From an optimization exercise on the open Yosys and OpenROAD flow, aimed at a short achievable clock period and few clock cycles; shortcuts taken in it are not production practice.
Where RTL was checked, it was by simulation tests only, not by an equivalence proof against the original.
Power figures rest on the tool's default switching activity, not on a simulated workload.

rev 12:
## mips
module mips(input  logic        clk, reset,
            output logic [31:0] pc,
            input  logic [31:0] instr,
            output logic        memwrite,
            output logic [31:0] aluout, writedata,
            input  logic [31:0] readdata);
  localparam logic [5:0] OP_R    = 6'b000000;
  localparam logic [5:0] OP_J    = 6'b000010;
  localparam logic [5:0] OP_BEQ  = 6'b000100;
  localparam logic [5:0] OP_BGTZ = 6'b000111;
  localparam logic [5:0] OP_ADDI = 6'b001000;
  localparam logic [5:0] OP_ANDI = 6'b001100;
  localparam logic [5:0] OP_XORI = 6'b001110;
  localparam logic [5:0] OP_LH   = 6'b100001;
  localparam logic [5:0] OP_LW   = 6'b100011;
  localparam logic [5:0] OP_LHU  = 6'b100100;
  localparam logic [5:0] OP_SW   = 6'b101011;
  logic [31:0] pcF;
  logic        validD, predD, crossD, longD;
  logic [21:0] hiPD, hiMD;
  logic [7:0]  btloD;
  logic        btcD;
  logic [31:0] irD, pc4D;
  logic        validE;
  logic        regwE, memwE, loadE, brEqE, brGtE, jrE, predE, xE;
  logic        selAdd, selAnd, selOr, selXor, selSlt, selSrl, subE;
  logic [1:0]  ldtE;
  logic [4:0]  destE, shamtE;
  logic [31:0] opAE, opBE, sdE, altE;
  logic        constE;    
  logic        lastE;     
  logic [31:0] cvalE;
  logic        regwM, memwM;
  logic [1:0]  ldtM;      
  logic [4:0]  destM;
  logic [31:0] aluM, sdM;
  logic [31:0] aluQ;      
  logic        brGtM, jrM, gtM, predM;
  logic [31:0] altM, jrsumM;
  logic [31:0] rf [1:31];
  logic [31:0] resultM;
  always_comb
    case (ldtM)
      2'd1:    resultM = readdata;
      2'd2:    resultM = {{16{readdata[15]}}, readdata[15:0]};
      2'd3:    resultM = {24'b0, readdata[7:0]};
      default: resultM = aluM;
    endcase
  always_ff @(posedge clk)
    if (regwM) rf[destM] <= resultM;
  logic [31:0] one;    
  always_ff @(posedge clk, posedge reset)
  ...
clock: 9.0 ns
lec_check: 0
cap_margin: 20
core_margin: 2
core_utilization: 40
setup_slack_margin: 5
slew_margin: 20
standard.sh (not shown) runs the stock make flow with config.mk's settings and CLKGATE_MAP_FILE= SYNTH_SCRIPT=/design/flow/synth_recipe.tcl, a recipe that flattens the netlist after the stock synthesis.
==> flow/flow/run.sh <==
#!/bin/bash
# Standard ORFS layout (the standard.sh) with these changes to how it is
# made (constraints unchanged):
#  - ports are buffered with buf_4 instead of the default delay buffer, and
#    the resizer may change a cell's footprint.
set -euo pipefail
bash standard.sh finish SETUP_SLACK_MARGIN=6.6 MATCH_CELL_FOOTPRINT=0 \
  "BUFFER_PORTS_ARGS=-buffer_cell sky130_fd_sc_hd__buf_4" CTS_CLUSTER_SIZE=20 CTS_CLUSTER_DIAMETER=60 > make_finish.log 2>&1
In summary, rev 12 completed successfully, with a layout that passed the timing, design-rule and antenna checks.
Testbench counts of rev 12, summed over its fixed seeds: cycles 11,864.
What rev 13 does differently from rev 12 at the input level:
--- a/flow/flow/run.sh
+++ b/flow/flow/run.sh
@@ -8 +8 @@
-  "BUFFER_PORTS_ARGS=-buffer_cell sky130_fd_sc_hd__buf_4" CTS_CLUSTER_SIZE=20 CTS_CLUSTER_DIAMETER=60 > make_finish.log 2>&1
+  "BUFFER_PORTS_ARGS=-buffer_cell sky130_fd_sc_hd__buf_4" CTS_CLUSTER_SIZE=28 CTS_CLUSTER_DIAMETER=100 > make_finish.log 2>&1
### Flow results
- Sequential share of layout area: rev 13 vs rev 12 up 0.73 points
- Cells: rev 13 has fewer instances than rev 12
- The final critical path time including I/O delays and setup reported for rev 13 is greater than that of rev 12 by 0.11 ns.
- Looking at the reports, rev 13 completed the entire flow and the layout it produced met the timing, design-rule and antenna checks.

========
== 10-10 ==
mips, a different RTL version from the one above (not shown whole).
Size: about 6000 cells after synthesis, ~1600 flip-flops.
export LEC_CHECK = 0
export CAP_MARGIN = 20
export CORE_MARGIN = 2
export CORE_UTILIZATION = 40
export SETUP_SLACK_MARGIN = 5
export SLEW_MARGIN = 20
create_clock -name core_clock -period 9.0 [get_ports {clk}]
==> flow/flow/run.sh <==
#!/bin/bash
# Standard ORFS layout (the standard.sh) with these changes to how it is
# made (constraints unchanged):
#  - ports are buffered with buf_4 instead of the default delay buffer, and
#    the resizer may change a cell's footprint.
set -euo pipefail
bash standard.sh finish SETUP_SLACK_MARGIN=6.2 MATCH_CELL_FOOTPRINT=0 \
  "BUFFER_PORTS_ARGS=-buffer_cell sky130_fd_sc_hd__buf_4" CTS_CLUSTER_SIZE=20 CTS_CLUSTER_DIAMETER=60 > make_finish.log 2>&1
10-10 finished every step from synthesis to the final layout, and the layout passed the timing, design-rule and antenna checks.
The inputs of 10-21 differ from those of 10-10 as listed below.
diff --git a/flow/flow/run.sh b/flow/flow/run.sh
--- a/flow/flow/run.sh
+++ b/flow/flow/run.sh
@@ -5,4 +5,4 @@
 #    the resizer may change a cell's footprint.
 set -euo pipefail
-bash standard.sh finish SETUP_SLACK_MARGIN=6.2 MATCH_CELL_FOOTPRINT=0 \
+bash standard.sh finish SETUP_SLACK_MARGIN=6.6 MATCH_CELL_FOOTPRINT=0 \
   "BUFFER_PORTS_ARGS=-buffer_cell sky130_fd_sc_hd__buf_4" CTS_CLUSTER_SIZE=20 CTS_CLUSTER_DIAMETER=60 > make_finish.log 2>&1
[summary]
[10-21] pin count of the biggest net entering global routing fell 26 relative to 10-10. 10-21 ended up with a lower met2 track demand over resource in global routing than 10-10 did. 10-10 has a lower area growth from synthesis to layout than 10-21. Share of power burned in combinational logic (higher): 10-21. [10-21] first-pass GRT wire length fell 1.8 mm relative to 10-10. 10-21 against 10-10: final instance area now sits higher, switching fraction of total power lower, relative area of non-clock buffer cells in the final design moved up.
No functional check of the RTL was part of any run of this note.

========
mips with an RTL version that a note above also has.
Size in the first run: about 5800 cells after synthesis, roughly 160 I/O pins, about 78000 µm² of cells after synthesis.
==> flow/design.v (excerpt) <==
module mips(input  logic        clk, reset,
            output logic [31:0] pc,
            input  logic [31:0] instr,
            output logic        memwrite,
            output logic [31:0] aluout, writedata,
            input  logic [31:0] readdata);
  localparam logic [5:0] OP_R    = 6'b000000;
  localparam logic [5:0] OP_J    = 6'b000010;
  localparam logic [5:0] OP_BEQ  = 6'b000100;
  localparam logic [5:0] OP_BGTZ = 6'b000111;
  localparam logic [5:0] OP_ADDI = 6'b001000;
  localparam logic [5:0] OP_ANDI = 6'b001100;
  localparam logic [5:0] OP_XORI = 6'b001110;
  localparam logic [5:0] OP_LH   = 6'b100001;
  localparam logic [5:0] OP_LW   = 6'b100011;
  localparam logic [5:0] OP_LHU  = 6'b100100;
  localparam logic [5:0] OP_SW   = 6'b101011;
  logic [31:0] pcF;
  logic        validD, predD, crossD, longD;
  logic [21:0] hiPD, hiMD;
  logic [7:0]  btloD;
  logic        btcD;
  logic [31:0] irD, pc4D;
  logic        validE;
  logic        regwE, memwE, loadE, brEqE, brGtE, jrE, predE, xE;
  logic        selAdd, selAnd, selOr, selXor, selSlt, selSrl, subE;
  logic [1:0]  ldtE;
  logic [4:0]  destE, shamtE;
  logic [31:0] opAE, opBE, sdE, altE;
  logic        constE;    
  logic        lastE;     
  logic [31:0] cvalE;
  logic        regwM, memwM;
  logic [1:0]  ldtM;      
  logic [4:0]  destM;
  logic [31:0] aluM, sdM;
  logic [31:0] aluQ;      
  logic        brGtM, jrM, gtM, predM;
  logic [31:0] altM, jrsumM;
  logic [31:0] rf [1:31];
  logic [31:0] resultM;
  always_comb
    case (ldtM)
      2'd1:    resultM = readdata;
      2'd2:    resultM = {{16{readdata[15]}}, readdata[15:0]};
  ...
export LEC_CHECK = 0
export CAP_MARGIN = 20
export CORE_MARGIN = 2
export CORE_UTILIZATION = 40
export SETUP_SLACK_MARGIN = 5
export SLEW_MARGIN = 20
create_clock -name core_clock -period 9.0 [get_ports {clk}]
==> flow/flow/run.sh <==
#!/bin/bash
# Standard ORFS layout (the standard.sh) with these changes to how it is
# made (constraints unchanged):
#  - ports are buffered with buf_4 instead of the default delay buffer, and
#    the resizer may change a cell's footprint.
set -euo pipefail
bash standard.sh finish SETUP_SLACK_MARGIN=6.6 MATCH_CELL_FOOTPRINT=0 \
  "BUFFER_PORTS_ARGS=-buffer_cell sky130_fd_sc_hd__buf_4" CTS_CLUSTER_SIZE=16 CTS_CLUSTER_DIAMETER=50 > make_finish.log 2>&1
Testbench counts at the start, summed over its fixed seeds: cycles 11,864.
==> next run, changes <==
--- a/flow/flow/run.sh
+++ b/flow/flow/run.sh
@@ -6,3 +6,3 @@
 set -euo pipefail
 bash standard.sh finish SETUP_SLACK_MARGIN=6.6 MATCH_CELL_FOOTPRINT=0 \
-  "BUFFER_PORTS_ARGS=-buffer_cell sky130_fd_sc_hd__buf_4" CTS_CLUSTER_SIZE=16 CTS_CLUSTER_DIAMETER=50 > make_finish.log 2>&1
+  "BUFFER_PORTS_ARGS=-buffer_cell sky130_fd_sc_hd__buf_4" CTS_CLUSTER_SIZE=24 CTS_CLUSTER_DIAMETER=60 > make_finish.log 2>&1
Result:
- core utilization rises by 0.17 points
- count of clock-buffer cells in the layout goes down by 48
- via count rose by 0.43%
- sequential power hardly moves

## separate check: timing with driven ports
How much do the figures lean on ideal ports? The routed layouts below were timed once more, with nothing changed but the port constraints. Step 1 sets driving cells, clkbuf_16 on the clock port and buf_2 on the other inputs (assumed; they add their load-dependent delay and slew). Step 2 adds t to the input delays and takes it off the output delays; t is the mean of the earliest and latest rising clock arrival at the registers after step 1. Input paths then give back, and output paths get back, about the clock's delay inside the block. Slacks: no drivers / after step 1 / after step 2; pairs: no drivers / after step 1.
run | t, ns | setup WS [ns] | cell pins on the clock port's net
rev 12 | 0.920 | 5.672 / 5.643 / 4.910 | 1
rev 13 | 0.840 | 5.561 / 5.561 / 4.926 | 1
10-10 | 0.924 | 5.556 / 5.598 / 4.674 | 1
10-21 | 0.918 | 5.468 / 5.524 / 4.606 | 1
the first run of note 3 | 0.913 | 5.590 / 5.590 / 4.861 | 1
the second run of note 3 | 0.921 | 5.538 / 5.538 / 4.885 | 1
After both steps every run listed still meets setup and hold. The setup slack of 10-10, which loses most, moves by +0.042 ns with the drivers and by -0.882 ns with both steps.
